From an optimization exercise on the open Yosys and OpenROAD flow, aimed at small area and a short achievable clock period; shortcuts taken in it are not production practice. At most, simulation tests tie the RTL to the original design; equivalence was not proved. Power figures rest on the tool's default switching activity, not on a simulated workload.

Setup of old:
==> module ula, before the edit <==
module ula (
    input  [31:0] A,        
    input  [31:0] B,        
    input         Cin,      
    input         Fill,     
    input         SelSum,   
    input         SelShr,   
    input         SelShl,   
    input         SelSet,   
    input         SetInv,
    output [31:0] Result
);
    wire [33:0] s    = {1'b0, A, 1'b1} + {1'b0, B, Cin};
    wire [31:0] sum  = s[32:1];
    wire        cout = s[33];
    wire [3:0]  sh = B[3:0];
    wire [31:0] r0 = sh[0] ? {{1{Fill}},  A[31:1]}  : A;
    wire [31:0] r1 = sh[1] ? {{2{Fill}},  r0[31:2]} : r0;
    wire [31:0] r2 = sh[2] ? {{4{Fill}},  r1[31:4]} : r1;
    wire [31:0] r3 = sh[3] ? {{8{Fill}},  r2[31:8]} : r2;
    wire [31:0] shr = r3;
    wire [31:0] shl;
    genvar i;
    generate
        for (i = 0; i < 32; i = i + 1) begin : g_rev
            assign shl[i] = shr[31 - i];
        end
    endgenerate
    assign Result = ({32{SelSum}} & sum)
                  | ({32{SelShr}} & shr)
                  | ({32{SelShl}} & shl)
                  | {31'b0, SelSet & (cout ^ SetInv)};
endmodule
==> module ula_top, before the edit <==
module ula_top (
    input         clk,
    input  [31:0] in1,
    input  [31:0] in2,
    input  [4:0]  op,
    output [31:0] result,
    output        zero
);
    reg [3:0] lut;
    reg       rev, lui, bkeep, binv, cin, sel_sum, sel_shr, sel_shl, sel_set,
              set_inv, sra;
    always @(*) begin
        lut = 4'b1100;    
        {rev, lui, bkeep, binv, cin, sel_sum, sel_shr, sel_shl, sel_set,
         set_inv, sra} = 11'b0;
        case (op)
            5'd0, 5'd17: begin lut = 4'b1000; sel_sum = 1'b1; end   
            5'd1, 5'd18: begin lut = 4'b1110; sel_sum = 1'b1; end   
            5'd3, 5'd19: begin lut = 4'b0110; sel_sum = 1'b1; end   
            5'd4:        begin lut = 4'b0001; sel_sum = 1'b1; end   
            5'd2, 5'd16: begin bkeep = 1'b1; sel_sum = 1'b1; end    
            5'd6: begin bkeep = 1'b1; binv = 1'b1; cin = 1'b1; sel_sum = 1'b1; end  
            5'd5, 5'd7, 5'd23, 5'd24: begin                         
                bkeep = 1'b1; binv = 1'b1; cin = 1'b1; sel_set = 1'b1; set_inv = 1'b1;
            end
            5'd20: begin lut = 4'b0110; binv = 1'b1; sel_set = 1'b1; set_inv = 1'b1; end  
            5'd21: begin lut = 4'b0110; binv = 1'b1; sel_set = 1'b1; end  
            5'd8, 5'd11:  begin lut = 4'b0000; rev = 1'b1; bkeep = 1'b1; sel_shl = 1'b1; end  
            5'd9, 5'd12:  begin bkeep = 1'b1; sel_shr = 1'b1; end    
            5'd10, 5'd13: begin bkeep = 1'b1; sel_shr = 1'b1; sra = 1'b1; end  
            5'd14, 5'd26, 5'd27: sel_sum = 1'b1;                     
            5'd25: begin lut = 4'b0000; lui = 1'b1; sel_sum = 1'b1; end  
            default: begin lut = 4'b0000; sel_sum = 1'b1; end        
        endcase
    end
    wire        s16   = in2[4];
    wire [3:0]  lut_s = ((sel_shr | sel_shl) & s16) ? 4'b0000 : lut;
    wire        rev0  = rev & ~s16;
    wire        rev16 = rev & s16;
    wire        shr16 = sel_shr & s16;
    wire        fil16 = shr16 & sra & in1[31];
    wire [31:0] a_n, b_n;
    genvar i;
    generate
        for (i = 0; i < 32; i = i + 1) begin : g_prep
            wire l = lut_s[{in1[i], in2[i]}];
            wire r = rev0 & in1[31 - i];
            if (i >= 16) begin : g_hi
                assign a_n[i] = l | r | (lui & in2[i - 16]) | fil16;
            end else begin : g_lo
                assign a_n[i] = l | r | (rev16 & in1[15 - i]) | (shr16 & in1[i + 16]);
            end
        end
    endgenerate
    assign b_n = (in2 & {32{bkeep}}) ^ {32{binv}};
    reg [31:0] a_q, b_q;
    reg        cin_q, fill_q, sel_sum_q, sel_shr_q, sel_shl_q, sel_set_q, set_inv_q;
    reg [31:0] result_q;
    wire [31:0] alu_result;
    ula u_ula (
        .A(a_q),
        .B(b_q),
        .Cin(cin_q),
        .Fill(fill_q),
        .SelSum(sel_sum_q),
        .SelShr(sel_shr_q),
        .SelShl(sel_shl_q),
        .SelSet(sel_set_q),
        .SetInv(set_inv_q),
        .Result(alu_result)
    );
    always @(posedge clk) begin
        a_q       <= a_n;
        b_q       <= b_n;
        cin_q     <= cin;
        fill_q    <= sra & in1[31];
        sel_sum_q <= sel_sum;
        sel_shr_q <= sel_shr;
        sel_shl_q <= sel_shl;
        sel_set_q <= sel_set;
        set_inv_q <= set_inv;
        result_q  <= alu_result;
    end
    assign result = result_q;
    assign zero   = ~|result_q;
endmodule
export LEC_CHECK = 0
export CAP_MARGIN = 20
export CORE_MARGIN = 2
export CORE_UTILIZATION = 60
export CTS_BUF_LIST = sky130_fd_sc_hd__clkbuf_8
export SETUP_SLACK_MARGIN = 2.9
export SLEW_MARGIN = 20
create_clock -name core_clock -period 5.5 [get_ports {clk}]
standard.sh (not shown) runs the stock make flow with config.mk's settings and CLKGATE_MAP_FILE= SYNTH_SCRIPT=/design/flow/synth_recipe.tcl, a recipe that flattens the netlist after the stock synthesis.
==> flow/flow/run.sh <==
#!/bin/bash
# Own layout flow: the standard flow (standard.sh) with two changes:
#  - synthesis maps the logic with the ABC script in flow/abc.script
#    (registers are mapped by the standard steps, unchanged);
#  - the port buffers are plain buf_1 cells.
# Each tool's output goes to a log file in this folder.
set -euo pipefail
HERE=$(pwd)
# synthesis script: the standard one, with ORFS's synth.tcl calling abc with our script
sed "s#log_cmd abc {\*}\$abc_args#set abc_args [lreplace \$abc_args 1 1 $HERE/flow/abc.script]\n  log_cmd abc {*}\$abc_args#" \
    "$FLOW_HOME/scripts/synth.tcl" > "$HERE/synth_own.tcl"
grep -q "flow/abc.script" "$HERE/synth_own.tcl"
sed "s#source \$::env(SCRIPTS_DIR)/synth.tcl#source $HERE/synth_own.tcl#" synth_recipe.tcl > synth_recipe_own.tcl
grep -q "synth_own.tcl" synth_recipe_own.tcl
export BUFFER_PORTS_ARGS="-buffer_cell sky130_fd_sc_hd__buf_1"
bash standard.sh SYNTH_SCRIPT="$HERE/synth_recipe_own.tcl" finish > standard.log 2>&1
==> flow/flow/abc.script <==
&get -n
&st
&dch
&nf -p -R 100
&put
buffer -c
topo
stime -c
upsize -c
dnsize -c
## Diff of input files: new against old
==> flow/design.v <==
module ula (
    input  [31:0] A,        
    input  [31:0] B,        
    input         Cin,      
    input         Fill,     
    input  [1:0]  Sel,      
    input         SetInv,
    output [31:0] Result
);
    wire [33:0] s    = {1'b0, A, 1'b1} + {1'b0, B, Cin};
    wire [31:0] sum  = s[32:1];
    wire        cout = s[33];
    wire [4:0]  sh = B[4:0];
    wire [31:0] r0 = sh[0] ? {{1{Fill}},  A[31:1]}  : A;
    wire [31:0] r1 = sh[1] ? {{2{Fill}},  r0[31:2]} : r0;
    wire [31:0] r2 = sh[2] ? {{4{Fill}},  r1[31:4]} : r1;
    wire [31:0] r3 = sh[3] ? {{8{Fill}},  r2[31:8]} : r2;
    wire [31:0] shr = sh[4] ? {{16{Fill}}, r3[31:16]} : r3;
    wire [31:0] shl;
    genvar i;
    generate
        for (i = 0; i < 32; i = i + 1) begin : g_rev
            assign shl[i] = shr[31 - i];
        end
    endgenerate
    wire SelSum = (Sel == 2'd0);
    wire SelShr = (Sel == 2'd1);
    wire SelShl = (Sel == 2'd2);
    wire SelSet = (Sel == 2'd3);
    assign Result = ({32{SelSum}} & sum)
                  | ({32{SelShr}} & shr)
                  | ({32{SelShl}} & shl)
                  | {31'b0, SelSet & (cout ^ SetInv)};
endmodule
module ula_top (
    input         clk,
    input  [31:0] in1,
    input  [31:0] in2,
    input  [4:0]  op,
    output [31:0] result,
    output        zero
);
    reg [3:0] lut;
    reg       rev, lui, bkeep, binv, cin, sel_sum, sel_shr, sel_shl, sel_set,
              set_inv, sra;
    always @(*) begin
        lut = 4'b1100;    
        {rev, lui, bkeep, binv, cin, sel_sum, sel_shr, sel_shl, sel_set,
         set_inv, sra} = 11'b0;
        case (op)
            5'd0, 5'd17: begin lut = 4'b1000; sel_sum = 1'b1; end   
            5'd1, 5'd18: begin lut = 4'b1110; sel_sum = 1'b1; end   
            5'd3, 5'd19: begin lut = 4'b0110; sel_sum = 1'b1; end   
            5'd4:        begin lut = 4'b0001; sel_sum = 1'b1; end   
            5'd2, 5'd16: begin bkeep = 1'b1; sel_sum = 1'b1; end    
            5'd6: begin bkeep = 1'b1; binv = 1'b1; cin = 1'b1; sel_sum = 1'b1; end  
            5'd5, 5'd7, 5'd23, 5'd24: begin                         
                bkeep = 1'b1; binv = 1'b1; cin = 1'b1; sel_set = 1'b1; set_inv = 1'b1;
            end
            5'd20: begin lut = 4'b0110; binv = 1'b1; sel_set = 1'b1; set_inv = 1'b1; end  
            5'd21: begin lut = 4'b0110; binv = 1'b1; sel_set = 1'b1; end  
            5'd8, 5'd11:  begin lut = 4'b0000; rev = 1'b1; bkeep = 1'b1; sel_shl = 1'b1; end  
            5'd9, 5'd12:  begin bkeep = 1'b1; sel_shr = 1'b1; end    
            5'd10, 5'd13: begin bkeep = 1'b1; sel_shr = 1'b1; sra = 1'b1; end  
            5'd14, 5'd26, 5'd27: sel_sum = 1'b1;                     
            5'd25: begin lut = 4'b0000; lui = 1'b1; sel_sum = 1'b1; end  
            default: begin lut = 4'b0000; sel_sum = 1'b1; end        
        endcase
    end
    wire [31:0] a_n, b_n;
    genvar i;
    generate
        for (i = 0; i < 32; i = i + 1) begin : g_prep
            wire l = lut[{in1[i], in2[i]}];
            wire r = rev & in1[31 - i];
            if (i >= 16) begin : g_hi
                assign a_n[i] = l | r | (lui & in2[i - 16]);
            end else begin : g_lo
                assign a_n[i] = l | r;
            end
        end
    endgenerate
    assign b_n = (in2 & {32{bkeep}}) ^ {32{binv}};
    reg [31:0] a_q, b_q;
    reg        cin_q, fill_q, set_inv_q;
    reg [1:0]  sel_q;
    reg [31:0] result_q;
    wire [31:0] alu_result;
    ula u_ula (
        .A(a_q),
        .B(b_q),
        .Cin(cin_q),
        .Fill(fill_q),
        .Sel(sel_q),
        .SetInv(set_inv_q),
        .Result(alu_result)
    );
    always @(posedge clk) begin
        a_q       <= a_n;
        b_q       <= b_n;
        cin_q     <= cin;
        fill_q    <= sra & in1[31];
        sel_q     <= {sel_shl | sel_set, sel_shr | sel_set};
        set_inv_q <= set_inv;
        result_q  <= alu_result;
    end
    assign result = result_q;
    assign zero   = ~|result_q;
endmodule
Results
new completed end to end with timing, DRC and antenna clean. new against old: fraction of final layout cells sized beyond drive strength 1 went down 3.4 points; area growth from synthesis to final layout went down 2.7 points; transition time at the pin with the least slew margin went down 0.026 ns; core utilization went down 2.1 points; compound-cell area share of the yosys netlist went up 0.49 points. Going from old to new, area after synthesis shrinks by about 1%. new ends up with lower total length of routed met3 wires than old does. Of the two candidates, old has the worse cell area and new the better one. Any difference in cell area after placement between old and new is small enough to ignore.
Only the layout flow was run in old; the RTL was not checked for function there.

---

== run A ==
Another version of the RTL of ula_top (not shown whole).
For scale: ~1100 cells after synthesis, ~100 flip-flops, ~100 I/O pins.
==> module ula, before the edit <==
module ula (
    input  [31:0] A,        
    input  [31:0] B,        
    input         Cin,      
    input  [1:0]  Sel,      
    input         SetInv,   
    output [31:0] Result
);
    wire [33:0] s    = {1'b0, A, 1'b1} + {1'b0, B, Cin};
    wire [31:0] sum  = s[32:1];
    wire        cout = s[33];
    wire        Fill = SetInv & A[31];
    wire [4:0]  sh = B[4:0];
    wire [31:0] r0 = sh[0] ? {{1{Fill}},  A[31:1]}  : A;
    wire [31:0] r1 = sh[1] ? {{2{Fill}},  r0[31:2]} : r0;
    wire [31:0] r2 = sh[2] ? {{4{Fill}},  r1[31:4]} : r1;
    wire [31:0] r3 = sh[3] ? {{8{Fill}},  r2[31:8]} : r2;
    wire [31:0] shr = sh[4] ? {{16{Fill}}, r3[31:16]} : r3;
    wire [31:0] shl;
    genvar i;
    generate
        for (i = 0; i < 32; i = i + 1) begin : g_rev
            assign shl[i] = shr[31 - i];
        end
    endgenerate
    wire SelSum = (Sel == 2'd0);
    wire SelShr = (Sel == 2'd1);
    wire SelShl = (Sel == 2'd2);
    wire SelSet = (Sel == 2'd3);
    assign Result = ({32{SelSum}} & sum)
                  | ({32{SelShr}} & shr)
                  | ({32{SelShl}} & shl)
                  | {31'b0, SelSet & (cout ^ SetInv)};
endmodule
==> module ula_top, before the edit <==
module ula_top (
    input         clk,
    input  [31:0] in1,
    input  [31:0] in2,
    input  [4:0]  op,
    output [31:0] result,
    output        zero
);
    reg [3:0] lut;
    reg       rev, lui, bkeep, binv, cin, sel_sum, sel_shr, sel_shl, sel_set,
              set_inv, sra;
    always @(*) begin
        lut = 4'b1100;    
        {rev, lui, bkeep, binv, cin, sel_sum, sel_shr, sel_shl, sel_set,
         set_inv, sra} = 11'b0;
        case (op)
            5'd0, 5'd17: begin lut = 4'b1000; sel_sum = 1'b1; end   
            5'd1, 5'd18: begin lut = 4'b1110; sel_sum = 1'b1; end   
            5'd3, 5'd19: begin lut = 4'b0110; sel_sum = 1'b1; end   
            5'd4:        begin lut = 4'b0001; sel_sum = 1'b1; end   
            5'd2, 5'd16: begin bkeep = 1'b1; sel_sum = 1'b1; end    
            5'd6: begin bkeep = 1'b1; binv = 1'b1; cin = 1'b1; sel_sum = 1'b1; end  
            5'd5, 5'd7, 5'd23, 5'd24: begin                         
                bkeep = 1'b1; binv = 1'b1; cin = 1'b1; sel_set = 1'b1; set_inv = 1'b1;
            end
            5'd20: begin lut = 4'b0110; binv = 1'b1; sel_set = 1'b1; set_inv = 1'b1; end  
            5'd21: begin lut = 4'b0110; binv = 1'b1; sel_set = 1'b1; end  
            5'd8, 5'd11:  begin lut = 4'b0000; rev = 1'b1; bkeep = 1'b1; sel_shl = 1'b1; end  
            5'd9, 5'd12:  begin bkeep = 1'b1; sel_shr = 1'b1; end    
            5'd10, 5'd13: begin bkeep = 1'b1; sel_shr = 1'b1; sra = 1'b1; end  
            5'd14, 5'd26, 5'd27: sel_sum = 1'b1;                     
            5'd25: begin lut = 4'b0000; lui = 1'b1; sel_sum = 1'b1; end  
            default: begin lut = 4'b0000; sel_sum = 1'b1; end        
        endcase
    end
    wire [31:0] a_n, b_n;
    genvar i;
    generate
        for (i = 0; i < 32; i = i + 1) begin : g_prep
            wire l = lut[{in1[i], in2[i]}];
            wire r = rev & in1[31 - i];
            if (i >= 16) begin : g_hi
                assign a_n[i] = l | r | (lui & in2[i - 16]);
            end else begin : g_lo
                assign a_n[i] = l | r;
            end
        end
    endgenerate
    assign b_n = (in2 & {32{bkeep}}) ^ {32{binv}};
    reg [31:0] a_q, b_q;
    reg        cin_q, set_inv_q;
    reg [1:0]  sel_q;
    reg [31:0] result_q;
    wire [31:0] alu_result;
    ula u_ula (
        .A(a_q),
        .B(b_q),
        .Cin(cin_q),
        .Sel(sel_q),
        .SetInv(set_inv_q),
        .Result(alu_result)
    );
    always @(posedge clk) begin
        a_q       <= a_n;
        b_q       <= b_n;
        cin_q     <= cin;
        sel_q     <= {sel_shl | sel_set, sel_shr | sel_set};
        set_inv_q <= set_inv | sra;
        result_q  <= alu_result;
    end
    assign result = result_q;
    assign zero   = ~|result_q;
endmodule
==> flow/config.mk <==
export PLATFORM = sky130hd
export DESIGN_NAME = ula_top
export DESIGN_NICKNAME = ula_top
export VERILOG_FILES = /design/flow/design.v
export SDC_FILE = /design/flow/constraint.sdc
export NUM_CORES = 4
export LEC_CHECK = 0
export CAP_MARGIN = 20
export CORE_MARGIN = 2
export CORE_UTILIZATION = 60
export CTS_BUF_LIST = sky130_fd_sc_hd__clkbuf_8
export SETUP_SLACK_MARGIN = 2.9
export SLEW_MARGIN = 20
==> flow/constraint.sdc <==
create_clock -name core_clock -period 5.5 [get_ports {clk}]
set_input_delay 1.1000 -clock core_clock [delete_from_list [all_inputs] [get_ports {clk}]]
set_output_delay 1.1000 -clock core_clock [all_outputs]
set_load 0.01 [all_outputs]
Scripts as last shown in full above: flow/flow/run.sh, flow/flow/abc.script
Both conditions hold for run A: the flow ran to the end and the final layout passed the timing, DRC and antenna checks.
[inputs] run C vs run A
--- a/flow/design.v
+++ b/flow/design.v
@@ -1,18 +1,21 @@
 module ula (
     input  [31:0] A,        
     input  [31:0] B,        
     input         Cin,      
-    input  [1:0]  Sel,      
-    input         SetInv,   
+    input         Fill,     
+    input         SelSum,   
+    input         SelShr,   
+    input         SelShl,   
+    input         SelSet,   
+    input         SetInv,
     output [31:0] Result
 );
     wire [33:0] s    = {1'b0, A, 1'b1} + {1'b0, B, Cin};
     wire [31:0] sum  = s[32:1];
     wire        cout = s[33];
-    wire        Fill = SetInv & A[31];
     wire [4:0]  sh = B[4:0];
     wire [31:0] r0 = sh[0] ? {{1{Fill}},  A[31:1]}  : A;
     wire [31:0] r1 = sh[1] ? {{2{Fill}},  r0[31:2]} : r0;
     wire [31:0] r2 = sh[2] ? {{4{Fill}},  r1[31:4]} : r1;
     wire [31:0] r3 = sh[3] ? {{8{Fill}},  r2[31:8]} : r2;
     wire [31:0] shr = sh[4] ? {{16{Fill}}, r3[31:16]} : r3;
@@ -20,16 +23,12 @@
     genvar i;
     generate
         for (i = 0; i < 32; i = i + 1) begin : g_rev
             assign shl[i] = shr[31 - i];
         end
     endgenerate
-    wire SelSum = (Sel == 2'd0);
-    wire SelShr = (Sel == 2'd1);
-    wire SelShl = (Sel == 2'd2);
-    wire SelSet = (Sel == 2'd3);
     assign Result = ({32{SelSum}} & sum)
                   | ({32{SelShr}} & shr)
                   | ({32{SelShl}} & shl)
                   | {31'b0, SelSet & (cout ^ SetInv)};
 endmodule
 module ula_top (
@@ -79,29 +78,36 @@
                 assign a_n[i] = l | r;
             end
         end
     endgenerate
     assign b_n = (in2 & {32{bkeep}}) ^ {32{binv}};
     reg [31:0] a_q, b_q;
-    reg        cin_q, set_inv_q;
-    reg [1:0]  sel_q;
+    reg        cin_q, fill_q, sel_sum_q, sel_shr_q, sel_shl_q, sel_set_q, set_inv_q;
     reg [31:0] result_q;
     wire [31:0] alu_result;
     ula u_ula (
         .A(a_q),
         .B(b_q),
         .Cin(cin_q),
-        .Sel(sel_q),
+        .Fill(fill_q),
+        .SelSum(sel_sum_q),
+        .SelShr(sel_shr_q),
+        .SelShl(sel_shl_q),
+        .SelSet(sel_set_q),
         .SetInv(set_inv_q),
         .Result(alu_result)
     );
     always @(posedge clk) begin
         a_q       <= a_n;
         b_q       <= b_n;
         cin_q     <= cin;
-        sel_q     <= {sel_shl | sel_set, sel_shr | sel_set};
-        set_inv_q <= set_inv | sra;
+        fill_q    <= sra & in1[31];
+        sel_sum_q <= sel_sum;
+        sel_shr_q <= sel_shr;
+        sel_shl_q <= sel_shl;
+        sel_set_q <= sel_set;
+        set_inv_q <= set_inv;
         result_q  <= alu_result;
     end
     assign result = result_q;
     assign zero   = ~|result_q;
 endmodule
Notes after the runs:
- Number of buffer and inverter stages on the critical path came out exactly the same in run A and run C.
- Changes observed in run C relative to run A: time the worst path needs with I/O delays and setup decreased 0.015 ns; number of setup buffers added after CTS +4; adder and majority gate portion of the synthesized area went down by 0.20 points.
- What run C reported for worst voltage drop across the vdd grid has to be multiplied by 0.873 to get the figure for run A.
- Per the comparison of run C with run A, worst hold slack lost 0.12 ns; total via count after detailed routing picked up an extra 3.8%; sequential fraction of total cell area picked up an extra 0.47 points; non-clock buffer count lost 3; initial standard-cell utilization of the core neither gained nor lost much.
- In the tables for run A and run C, global-route wire length before repair reads higher with run C.
- When run C is set beside run A, its portion of total power attributed to combinational logic turns out to be 0.7 points smaller.
- Placement-stage worst setup slack: lower on run C
No functional check of the RTL was part of run A.

-- what the ideal ports hide --
How much do the figures lean on ideal ports? The routed layouts below were timed once more, with nothing changed but the port constraints. Step 1 assumes that a clkbuf_16 drives the clock port and a buf_2 every other input. Step 2 adds t to the input delays and takes it off the output delays; t is the mean of the earliest and latest rising clock arrival at the registers after step 1. Input paths then give back, and output paths get back, about the clock's delay inside the block. a / b / c = ideal ports / drivers / drivers and shift; a / b = the first two.
run | t (ns) | setup WS [ns] | latest minus earliest clock arrival (ns) | cell pins on the clock port's net
old | 0.440 | 2.915 / 2.897 / 2.457 | 0.022 / 0.022 | 1
new | 0.420 | 2.951 / 2.934 / 2.516 | 0.014 / 0.014 | 1
run A | 0.428 | 2.947 / 2.911 / 2.533 | 0.023 / 0.022 | 1
run C | 0.437 | 2.962 / 2.935 / 2.565 | 0.016 / 0.016 | 1
After both steps every run listed still meets setup and hold. For old, which loses most, drivers alone change the setup slack by -0.018 ns; drivers and shift together by -0.458 ns.
